From an optimization exercise on the open Yosys and OpenROAD flow, aimed at small area; shortcuts taken in it are not production practice. At most, simulation tests tie the RTL to the original design; equivalence was not proved. No activity file was given, so power comes from the tool's default toggle rates.

==> inputs of try-pepper <==
==> flow/design.v (excerpt) <==
module esdi_interface (
    input         clk,
    input         resetn,
    input         s_awvalid,
    output        s_awready,
    input  [6:0]  s_awaddr,
    input         s_wvalid,
    output        s_wready,
    input  [31:0] s_wdata,
    output        s_bvalid,
    input         s_bready,
    output [1:0]  s_bresp,
    input         s_arvalid,
    output        s_arready,
    input  [6:0]  s_araddr,
    output        s_rvalid,
    input         s_rready,
    output [31:0] s_rdata,
    output [1:0]  s_rresp,
    output        parallel_tvalid,
    input         parallel_tready,
    output [7:0]  parallel_tdata,
    output        parallel_tlast,
    output        esdi_transfer_req,
    output        esdi_command_data,
    input         esdi_transfer_ack,
    input         esdi_confstat_data,
    input         esdi_index,
    input         esdi_sector,
    output        esdi_read_gate,
    input         esdi_read_clock,
    input         esdi_read_data,
    input         esdi_attention,
    input         esdi_ready,
    input         esdi_command_complete,
    input         esdi_drive_selected,
    output [3:0]  esdi_head_select,
    output [2:0]  esdi_drive_select,
    output        esdi_address_mark_enable
);
    reg        aw_full;
    reg        w_full;
    reg        w_sent;       
    reg        b_pend;       
    reg  [4:0] wa;           
    reg [31:0] wd;
    reg        ar_full;
    reg        r_pend;       
    reg  [4:0] ra;           
    reg [31:0] rd;
    wire w_unm = wa[4] & wa[3];
    wire r_unm = ra[4] & ra[3];
    wire w_both = aw_full & w_full;
    wire w_commit = w_sent & ~b_pend;
    wire r_cap = ar_full & ~r_pend & ~r_unm;
    assign s_awready = ~aw_full;
    assign s_wready = ~w_full;
    assign s_arready = ~ar_full;
    assign s_bvalid = w_unm ? w_both : b_pend;
    assign s_bresp = {2{w_unm}};
    assign s_rvalid = r_unm ? ar_full : r_pend;
    assign s_rresp = {2{r_unm}};
    assign s_rdata = rd;
    wire b_done = s_bvalid & s_bready;
    wire r_done = s_rvalid & s_rready;
    always @(posedge clk)
    begin
        if (!resetn)
  ...
==> module fifo, before the edit <==
module fifo (
    input         clk,
    input         clear,
    input         push,
    input  [15:0] din,
    input         pop,
    output [5:0]  used,
    output [15:0] head
);
    reg [16*63-1:0] mem;
    reg [5:0] count;
    assign used = count;
    wire push_n = ~push;
    wire [16*63-1:0] mem_nxt;
    wire [16*64-1:0] mem_in = {mem, din};
    genvar gi;
    generate
        for (gi = 0; gi < 16*63; gi = gi + 1)
        begin : keep
            hold2 h (.q(mem[gi]), .d(mem_in[gi]), .ld(push), .ld_n(push_n), .y(mem_nxt[gi]));
        end
    endgenerate
    always @(posedge clk)
        mem <= mem_nxt;
    always @(posedge clk)
    begin
        if (clear)
            count <= 0;
        else if (push && !pop)
            count <= count + 1'b1;
        else if (pop && !push)
            count <= count - 1'b1;
    end
    wire [7:0] dlo = 8'd1 << count[2:0];
    wire [7:0] dhi = 8'd1 << count[5:3];
    wire [63:0] sel;
    generate for (gi = 0; gi < 64; gi = gi + 1) begin : s
        assign sel[gi] = dhi[gi / 8] & dlo[gi % 8];
    end endgenerate
    wire [15:0] t [0:20];
    generate for (gi = 0; gi < 21; gi = gi + 1) begin : grp
        aoi222 g (.a(mem[16*(3*gi) +: 16]), .sa(sel[3*gi+1]), .b(mem[16*(3*gi+1) +: 16]), .sb(sel[3*gi+2]), .c(mem[16*(3*gi+2) +: 16]), .sc(sel[3*gi+3]), .y(t[gi]));
    end endgenerate
    wire [15:0] u [0:6];
    generate for (gi = 0; gi < 7; gi = gi + 1) begin : grp2
        assign u[gi] = ~(t[3*gi] & t[3*gi+1] & t[3*gi+2]);
    end endgenerate
    assign head = u[0] | u[1] | u[2] | u[3] | u[4] | u[5] | u[6];
endmodule
==> module hold2, before the edit <==
module hold2 (
    input  q,
    input  d,
    input  ld,
    input  ld_n,
    output y
);
    assign y = (q & ld_n) | (d & ld);
endmodule
clock: 8.0 ns
lec_check: 0
cap_margin: 20
core_margin: 2
core_utilization: 45
place_density: 0.6
slew_margin: 20
synth_hierarchical: 1
synth_minimum_keep_size: 0
standard.sh (not shown) runs the stock make flow with config.mk's settings and CLKGATE_MAP_FILE= SYNTH_SCRIPT=/design/flow/synth_recipe.tcl, a recipe that flattens the netlist after the stock synthesis.
==> flow/flow/run.sh <==
#!/bin/bash
# Layout flow: the standard layout (standard.sh, ORFS) with two changes:
#  - the port buffers are the smallest buffer cell (buf_1) instead of the
#    one ORFS picks; every input and output port still gets its own buffer;
#  - clock tree synthesis clusters up to 28 flip-flops within 120 um per
#    leaf buffer and inserts no dummy loads.
# Each ORFS step writes its own log under orfs/logs/; make's output goes to
# flow_make.log and the DEF export's to flow_def.log.
set -euo pipefail
cd "$(dirname "$0")/.."
export BUFFER_PORTS_ARGS="-buffer_cell sky130_fd_sc_hd__buf_1"
export CTS_ARGS="-sink_clustering_enable -repair_clock_nets -dont_use_dummy_load -sink_clustering_size 28 -sink_clustering_max_diameter 120"
bash standard.sh > flow_make.log 2>&1
test -s out/final.def
==> try-garnet: changes against try-pepper <==
--- a/flow/design.v
+++ b/flow/design.v
@@ -3,90 +3,56 @@
     input         clear,
     input         push,
     input  [15:0] din,
     input         pop,
     output [5:0]  used,
     output [15:0] head
 );
-    reg [16*63-1:0] mem;
+    reg [15:0] mem [0:62];
     reg [5:0] count;
     assign used = count;
-    wire push_n = ~push;
-    wire [16*63-1:0] mem_nxt;
-    wire [16*64-1:0] mem_in = {mem, din};
-    genvar gi;
-    generate
-        for (gi = 0; gi < 16*63; gi = gi + 1)
-        begin : keep
-            hold2 h (.q(mem[gi]), .d(mem_in[gi]), .ld(push), .ld_n(push_n), .y(mem_nxt[gi]));
-        end
-    endgenerate
+    integer i;
     always @(posedge clk)
-        mem <= mem_nxt;
+    begin
+        if (push)
+        begin
+            mem[0] <= din;
+            for (i = 1; i < 63; i = i + 1)
+                mem[i] <= mem[i - 1];
+        end
+    end
     always @(posedge clk)
     begin
         if (clear)
             count <= 0;
         else if (push && !pop)
             count <= count + 1'b1;
         else if (pop && !push)
             count <= count - 1'b1;
     end
     wire [7:0] dlo = 8'd1 << count[2:0];
     wire [7:0] dhi = 8'd1 << count[5:3];
     wire [63:0] sel;
+    genvar gi;
     generate for (gi = 0; gi < 64; gi = gi + 1) begin : s
         assign sel[gi] = dhi[gi / 8] & dlo[gi % 8];
     end endgenerate
     wire [15:0] t [0:20];
     generate for (gi = 0; gi < 21; gi = gi + 1) begin : grp
-        aoi222 g (.a(mem[16*(3*gi) +: 16]), .sa(sel[3*gi+1]), .b(mem[16*(3*gi+1) +: 16]), .sb(sel[3*gi+2]), .c(mem[16*(3*gi+2) +: 16]), .sc(sel[3*gi+3]), .y(t[gi]));
+        aoi222 g (.a(mem[3*gi]), .sa(sel[3*gi+1]), .b(mem[3*gi+1]), .sb(sel[3*gi+2]), .c(mem[3*gi+2]), .sc(sel[3*gi+3]), .y(t[gi]));
     end endgenerate
     wire [15:0] u [0:6];
     generate for (gi = 0; gi < 7; gi = gi + 1) begin : grp2
         assign u[gi] = ~(t[3*gi] & t[3*gi+1] & t[3*gi+2]);
     end endgenerate
     assign head = u[0] | u[1] | u[2] | u[3] | u[4] | u[5] | u[6];
 endmodule
 module aoi222 (input [15:0] a, input sa, input [15:0] b, input sb, input [15:0] c, input sc, output [15:0] y);
     assign y = ~((a & {16{sa}}) | (b & {16{sb}}) | (c & {16{sc}}));
 endmodule
-module hold2 (
-    input  q,
-    input  d,
-    input  ld,
-    input  ld_n,
-    output y
-);
-    assign y = (q & ld_n) | (d & ld);
-endmodule
-module eq32 (
-    input  [31:0] a,
-    input  [31:0] b,
-    output        y
-);
-    assign y = (a == b);
-endmodule
-module rinc #(
-    parameter W = 32
-) (
-    input  [W-1:0] a,
-    output [W-1:0] y
-);
-    wire [W:0] c;
-    assign c[0] = 1'b1;
-    genvar i;
-    generate
-        for (i = 0; i < W; i = i + 1)
-        begin : bit_
-            assign y[i] = a[i] ^ c[i];
-            assign c[i + 1] = a[i] & c[i];
-        end
-    endgenerate
-endmodule
 module esdi_interface (
     input         clk,
     input         resetn,
     input         s_awvalid,
     output        s_awready,
     input  [6:0]  s_awaddr,
     input         s_wvalid,
@@ -225,16 +191,14 @@
     reg  [2:0] att_s;
     reg  [2:0] rdy_s;
     reg  [2:0] dsl_s;
     assign esdi_transfer_req = c_req;
     assign esdi_command_data = c_cmd;
     assign esdi_drive_select = drive_sel;
     assign esdi_head_select = head_sel;
-    wire [19:0] c_cycles_inc;
-    rinc #(20) inc_c_cycles (.a(c_cycles), .y(c_cycles_inc));
     wire c_cyc0 = (c_cycles == 20'd0);
     wire c_cyc6 = (c_cycles == 20'd6);
     wire c_tmo  = (c_cycles == BIT_TIMEOUT);
     wire rc_bdi = r_cap & (ra == 5'd1);     
     always @(posedge clk)
     begin
         ack_s <= {esdi_transfer_ack, ack_s[2:1]};
@@ -355,15 +319,15 @@
         if (!resetn || (wc_cmd && widx == 3'd2))
             drive_sel <= wdr[2:0];
         if (!resetn || (wc_cmd && widx == 3'd3))
             head_sel <= wdr[3:0];
     end
     always @(posedge clk)
     begin
-        c_cycles <= c_cycles_inc;
+        c_cycles <= c_cycles + 1'b1;
         case (c_state)
         3'd0:
         begin
             if (bdo_valid)
             begin
                 c_sr <= {bdo[15:0], 1'b0};
                 c_par <= 1;
@@ -429,15 +393,15 @@
     reg [31:0] st_ctrl;
     reg [31:0] addr_assert;
     reg [31:0] addr_deassert;
     reg [31:0] data_assert;
     reg [31:0] data_deassert;
     reg [31:0] st_cycles;
     reg [15:0] sector_cnt;
-    reg [31:0] ame_countdown_n;      
+    reg [31:0] ame_countdown;
     reg        sector_reached;
     reg [15:0] max_sector_seen;
     reg        task_wr_valid;
     reg [15:0] task_wr_data;
     reg        cur_task_valid;
     reg [15:0] cur_task;
     reg        read_gate;
@@ -450,27 +414,16 @@
     wire st_rda    = st_ctrl[3];
     wire st_notask = st_ctrl[4];
     wire st_soft   = st_ctrl[5];
     wire f_index  = (idx_sh[1] & idx_sh[2]) | (idx_sh[1] & idx_sh[3]) | (idx_sh[2] & idx_sh[3]);
     wire f_sector = (sec_sh[1] & sec_sh[2]) | (sec_sh[1] & sec_sh[3]) | (sec_sh[2] & sec_sh[3]);
     wire ev_index  = idx_sh[0] & ~f_index;
     wire ev_sector = sec_sh[0] & ~f_sector;
-    wire [15:0] next_sector;
-    rinc #(16) inc_sector (.a(sector_cnt), .y(next_sector));
-    wire [31:0] st_cycles_inc;
-    rinc #(32) inc_st_cycles (.a(st_cycles), .y(st_cycles_inc));
-    wire [31:0] ame_countdown_n_inc;
-    rinc #(32) inc_ame (.a(ame_countdown_n), .y(ame_countdown_n_inc));
-    wire ame_zero = &ame_countdown_n;
+    wire [15:0] next_sector = sector_cnt + 1'b1;
     wire go = st_notask | sector_reached;
-    wire eq_aa, eq_ad, eq_da, eq_dd;
-    eq32 cmp_aa (.a(st_cycles), .b(addr_assert), .y(eq_aa));
-    eq32 cmp_ad (.a(st_cycles), .b(addr_deassert), .y(eq_ad));
-    eq32 cmp_da (.a(st_cycles), .b(data_assert), .y(eq_da));
-    eq32 cmp_dd (.a(st_cycles), .b(data_deassert), .y(eq_dd));
     wire  [5:0] tasks_used;
     wire        task_full = &tasks_used;
     wire        task_push = task_wr_valid & ~task_full;
     wire        task_pop  = st_en & ~cur_task_valid & (tasks_used != 6'd0);
     wire [15:0] task_head;
     fifo tasking_fifo (
         .clk    (clk),
@@ -498,19 +451,19 @@
         begin
             idx_sh <= {esdi_index, idx_sh[4:2], f_index};
             sec_sh <= {esdi_sector, sec_sh[4:2], f_sector};
             if (!task_full)
                 task_wr_valid <= 0;
             if (st_en)
             begin
-                if (st_soft && ame_zero)
+                if (st_soft && (ame_countdown == 0))
                     ame <= 1;
                 if (task_pop)
                     cur_task_valid <= 1;
-                st_cycles <= st_cycles_inc;
+                st_cycles <= st_cycles + 1'b1;
                 if (ev_index)
                 begin
                     st_cycles <= 0;
                     if (!st_soft)
                     begin
                         sector_cnt <= 0;
                         if (cur_task_valid && (cur_task == 0))
@@ -523,21 +476,21 @@
                 begin
                     st_cycles <= 0;
                     sector_cnt <= next_sector;
                     if (cur_task_valid && (cur_task == next_sector))
                         cur_task_valid <= 0;
                     ame <= 0;
                 end
-                if (eq_aa && st_raa && go)
+                if ((st_cycles == addr_assert) && st_raa && go)
                     read_gate <= 1;
-                if (eq_ad)
+                if (st_cycles == addr_deassert)
                     read_gate <= 0;
-                if (eq_da && st_rda && go)
+                if ((st_cycles == data_assert) && st_rda && go)
                     read_gate <= 1;
-                if (eq_dd)
+                if (st_cycles == data_deassert)
                     read_gate <= 0;
             end
             else
             begin
                 read_gate <= 0;
                 ame <= 0;
             end
@@ -555,27 +508,27 @@
             end
         end
     end
     always @(posedge clk)
     begin
         if (st_en)
         begin
-            if (!ame_zero)
-                ame_countdown_n <= ame_countdown_n_inc;
+            if (ame_countdown != 0)
+                ame_countdown <= ame_countdown - 1'b1;
             if (ev_index && !st_soft)
                 sector_reached <= cur_task_valid && (cur_task == 0);
             if (ev_sector)
             begin
-                ame_countdown_n <= ~data_deassert;
+                ame_countdown <= data_deassert;
                 sector_reached <= cur_task_valid && (cur_task == next_sector);
             end
         end
         else
         begin
-            ame_countdown_n <= 32'hffffffff;
+            ame_countdown <= 0;
             sector_reached <= 0;
         end
         if (!cur_task_valid)
             cur_task <= task_head;
         if (wc_st && widx == 3'd6)
             task_wr_data <= wd[15:0];
         if (!resetn || (wc_st && widx == 3'd0))
@@ -614,19 +567,15 @@
     assign parallel_tvalid = t_valid;
     assign parallel_tdata = t_data;
     assign parallel_tlast = t_last;
     wire rp_en     = rp_ctrl[0];
     wire rp_nogate = rp_ctrl[2];
     wire rp_intclk = rp_ctrl[3];
     wire sample_pulse = rp_intclk ? int_clk : (!rclk_s[0] && rclk_s[1]);
-    wire [7:0] int_cnt_inc;
-    rinc #(8) inc_int_cnt (.a(int_cnt), .y(int_cnt_inc));
-    wire [10:0] byte_cnt_inc;
-    rinc #(11) inc_byte_cnt (.a(byte_cnt), .y(byte_cnt_inc));
-    wire int_wrap = (clocks_per_bit != 8'd0) && (int_cnt_inc == clocks_per_bit);
+    wire int_wrap = (clocks_per_bit != 8'd0) && (int_cnt == clocks_per_bit - 1'b1);
     wire take_bit = sample_pulse && (read_gate || rp_nogate);
     wire flush = !read_gate && !rp_nogate && !new_bit_valid;
     wire send = pend_valid && (new_byte_valid || pend_last);
     always @(posedge clk)
     begin
         rdat_s <= {esdi_read_data, rdat_s[2:1]};
         rclk_s <= {esdi_read_clock, rclk_s[2:1]};
@@ -666,30 +615,30 @@
             if (parallel_tready)
                 t_valid <= 0;
             if (rp_en)
             begin
                 if (int_wrap)
                     int_cnt <= 0;
                 else
-                    int_cnt <= int_cnt_inc;
+                    int_cnt <= int_cnt + 1'b1;
                 if (new_bit_valid)
                 begin
                     data_in <= {data_in[6:0], new_bit};
                     bit_cnt <= bit_cnt + 1'b1;
                 end
                 if (send)
                 begin
                     pend_valid <= 0;
                     t_valid <= 1;
                     if (t_valid && !parallel_tready)
                         overflow <= 1;
                     if ((&byte_cnt) || pend_last)
                         byte_cnt <= 0;
                     else
-                        byte_cnt <= byte_cnt_inc;
+                        byte_cnt <= byte_cnt + 1'b1;
                 end
                 if (new_byte_valid)
                 begin
                     pend_valid <= 1;
                     pend_last <= new_byte_is_last;
                 end
                 if (flush)
==> flow/flow/run.sh (replaced) <==
#!/bin/bash
# Layout flow: the standard layout (standard.sh, ORFS) with two changes:
#  - the port buffers are the smallest buffer cell (buf_1) instead of the
#    one ORFS picks; every input and output port still gets its own buffer;
#  - clock tree synthesis clusters up to 25 flip-flops within 100 um per
#    leaf buffer and inserts no dummy loads.
# Each ORFS step writes its own log under orfs/logs/; make's output goes to
# flow_make.log and the DEF export's to flow_def.log.
set -euo pipefail
cd "$(dirname "$0")/.."
export BUFFER_PORTS_ARGS="-buffer_cell sky130_fd_sc_hd__buf_1"
export CTS_ARGS="-sink_clustering_enable -repair_clock_nets -dont_use_dummy_load -sink_clustering_size 25 -sink_clustering_max_diameter 100"
bash standard.sh > flow_make.log 2>&1
test -s out/final.def
==> try-willow: changes against try-pepper <==
--- a/flow/design.v
+++ b/flow/design.v
@@ -3,66 +3,56 @@
     input         clear,
     input         push,
     input  [15:0] din,
     input         pop,
     output [5:0]  used,
     output [15:0] head
 );
-    reg [16*63-1:0] mem;
+    reg [15:0] mem [0:62];
     reg [5:0] count;
     assign used = count;
-    wire push_n = ~push;
-    wire [16*63-1:0] mem_nxt;
-    wire [16*64-1:0] mem_in = {mem, din};
-    genvar gi;
-    generate
-        for (gi = 0; gi < 16*63; gi = gi + 1)
-        begin : keep
-            hold2 h (.q(mem[gi]), .d(mem_in[gi]), .ld(push), .ld_n(push_n), .y(mem_nxt[gi]));
-        end
-    endgenerate
+    integer i;
     always @(posedge clk)
-        mem <= mem_nxt;
+    begin
+        if (push)
+        begin
+            mem[0] <= din;
+            for (i = 1; i < 63; i = i + 1)
+                mem[i] <= mem[i - 1];
+        end
+    end
     always @(posedge clk)
     begin
         if (clear)
             count <= 0;
         else if (push && !pop)
             count <= count + 1'b1;
         else if (pop && !push)
             count <= count - 1'b1;
     end
     wire [7:0] dlo = 8'd1 << count[2:0];
     wire [7:0] dhi = 8'd1 << count[5:3];
     wire [63:0] sel;
+    genvar gi;
     generate for (gi = 0; gi < 64; gi = gi + 1) begin : s
         assign sel[gi] = dhi[gi / 8] & dlo[gi % 8];
     end endgenerate
     wire [15:0] t [0:20];
     generate for (gi = 0; gi < 21; gi = gi + 1) begin : grp
-        aoi222 g (.a(mem[16*(3*gi) +: 16]), .sa(sel[3*gi+1]), .b(mem[16*(3*gi+1) +: 16]), .sb(sel[3*gi+2]), .c(mem[16*(3*gi+2) +: 16]), .sc(sel[3*gi+3]), .y(t[gi]));
+        aoi222 g (.a(mem[3*gi]), .sa(sel[3*gi+1]), .b(mem[3*gi+1]), .sb(sel[3*gi+2]), .c(mem[3*gi+2]), .sc(sel[3*gi+3]), .y(t[gi]));
     end endgenerate
     wire [15:0] u [0:6];
     generate for (gi = 0; gi < 7; gi = gi + 1) begin : grp2
         assign u[gi] = ~(t[3*gi] & t[3*gi+1] & t[3*gi+2]);
     end endgenerate
     assign head = u[0] | u[1] | u[2] | u[3] | u[4] | u[5] | u[6];
 endmodule
 module aoi222 (input [15:0] a, input sa, input [15:0] b, input sb, input [15:0] c, input sc, output [15:0] y);
     assign y = ~((a & {16{sa}}) | (b & {16{sb}}) | (c & {16{sc}}));
 endmodule
-module hold2 (
-    input  q,
-    input  d,
-    input  ld,
-    input  ld_n,
-    output y
-);
-    assign y = (q & ld_n) | (d & ld);
-endmodule
 module eq32 (
     input  [31:0] a,
     input  [31:0] b,
     output        y
 );
     assign y = (a == b);
 endmodule
==> flow/flow/run.sh (replaced) <==
#!/bin/bash
# Layout flow: the standard layout (standard.sh, ORFS) with two changes:
#  - the port buffers are the smallest buffer cell (buf_1) instead of the
#    one ORFS picks; every input and output port still gets its own buffer;
#  - clock tree synthesis clusters up to 25 flip-flops within 100 um per
#    leaf buffer and inserts no dummy loads.
# Each ORFS step writes its own log under orfs/logs/; make's output goes to
# flow_make.log and the DEF export's to flow_def.log.
set -euo pipefail
cd "$(dirname "$0")/.."
export BUFFER_PORTS_ARGS="-buffer_cell sky130_fd_sc_hd__buf_1"
export CTS_ARGS="-sink_clustering_enable -repair_clock_nets -dont_use_dummy_load -sink_clustering_size 25 -sink_clustering_max_diameter 100"
bash standard.sh > flow_make.log 2>&1
test -s out/final.def
==> notes <==
try-pepper completed with no timing, DRC or antenna violations. try-willow ran to the end with no violations. try-garnet produced a clean layout. Clock-buffer cell count, highest first: try-garnet, try-willow, try-pepper. Against try-pepper, the worst setup slack of try-willow is worse by 150 ps. Combinational power: try-pepper is smaller than try-garnet (about 45%). Die area, highest first: try-garnet, try-willow, try-pepper. In try-pepper the sequential share of layout area is lower than in try-garnet, by 14 points. The lowest utilization belongs to try-willow, the highest to try-pepper. Of try-willow and try-pepper, try-pepper has the higher wire length (gap about 8%, measured against try-pepper). Critical path depth: try-willow is higher than try-garnet (26). Synthesized cell count, lowest first: try-willow, try-garnet, try-pepper. Of try-garnet and try-pepper, try-garnet has the higher clock power (gap about 5%, measured against try-pepper). Total power, highest first: try-garnet, try-willow, try-pepper.
==> figures <==
quantity	try-garnet	try-pepper	try-willow
EDFF count, synth	1397	389	1397
Max-slew headroom at the worst pin	16.0%	21.9%	22.3%
Placed Area	64100 um^2	62400 um^2	63400 um^2
Placed Cells incl. Taps	5631	6453	5421
Run status	complete, no violations	complete, no violations	complete, no violations
Maximum number of pins on one net before global-route repair	220	271	183
Number of rows created at floorplan	135	133	135
Width of the die	374 um	369 um	373 um
Final-layout clock-cell area share	2.88%	2.61%	2.87%
Buffers and inverters on the worst path	1	0	0
Post-synthesis cell count	3845	4651	3636
P_comb	1.47 mW	806 uW	1.26 mW
End of the critical path	cur_task[4]	st_cycles[31]	ame_countdown_n[31]
Vias in the first global route	33400	38700	32300
Post-layout net count	4018	4952	3901
Leading area contributor after synthesis	edfxtp_1	dfxtp_1	edfxtp_1
Maximum resistive drop on vdd	0.168 mV	0.158 mV	0.192 mV
Power per unit of standard cell area	230 nW/um^2	210 nW/um^2	230 nW/um^2
End point of the most critical hold path	csd_s[1]	rdat_s[1]	rdat_s[1]
Number of detailed-route iterations in the first pass	10	7	10
Final HPWL DP	98.2 mm	105 mm	96.6 mm
Share of cell area taken by flip-flops and latches	70.0%	56.4%	70.8%
Critical path data arrival time	4310 ps	7010 ps	7210 ps
The RTL of try-garnet was laid out without a check of its function.

==> re-timing with driven ports <==
The results above use ideal ports. As a check the final layouts listed here were re-extracted and re-timed, cells and wires unchanged.
Step 1, drivers: a clkbuf_16 drives clk and a buf_2 each remaining input, both assumed.
Step 2 moves the port delays by t, midway between the first and last clock arrival at a register: inputs arrive t later, outputs are due t later. That takes back most of the time a late clock gives input paths.
Slacks: ideal ports / drivers / drivers and shift; pairs: ideal ports / drivers.
| run | shift t [ns] | setup slack, ns | clock arrival spread, ns | slew at the worst register clock pin (ns) | worst slew at a driven data input, ns |
|---|---|---|---|---|---|
| try-pepper | 0.734 | 1.518 / 1.518 / 1.518 | 0.067 / 0.067 | 0.12 / 0.12 | 0.09 |
| try-garnet | 0.762 | 4.099 / 4.099 / 4.035 | 0.064 / 0.064 | 0.10 / 0.10 | 0.08 |
| try-willow | 0.755 | 1.372 / 1.372 / 1.372 | 0.106 / 0.106 | 0.11 / 0.11 | 0.09 |
After both steps setup and hold are still met in every run listed. The setup slack of try-garnet, which loses most, moves by 0.000 ns with the drivers and by -0.064 ns with both steps.
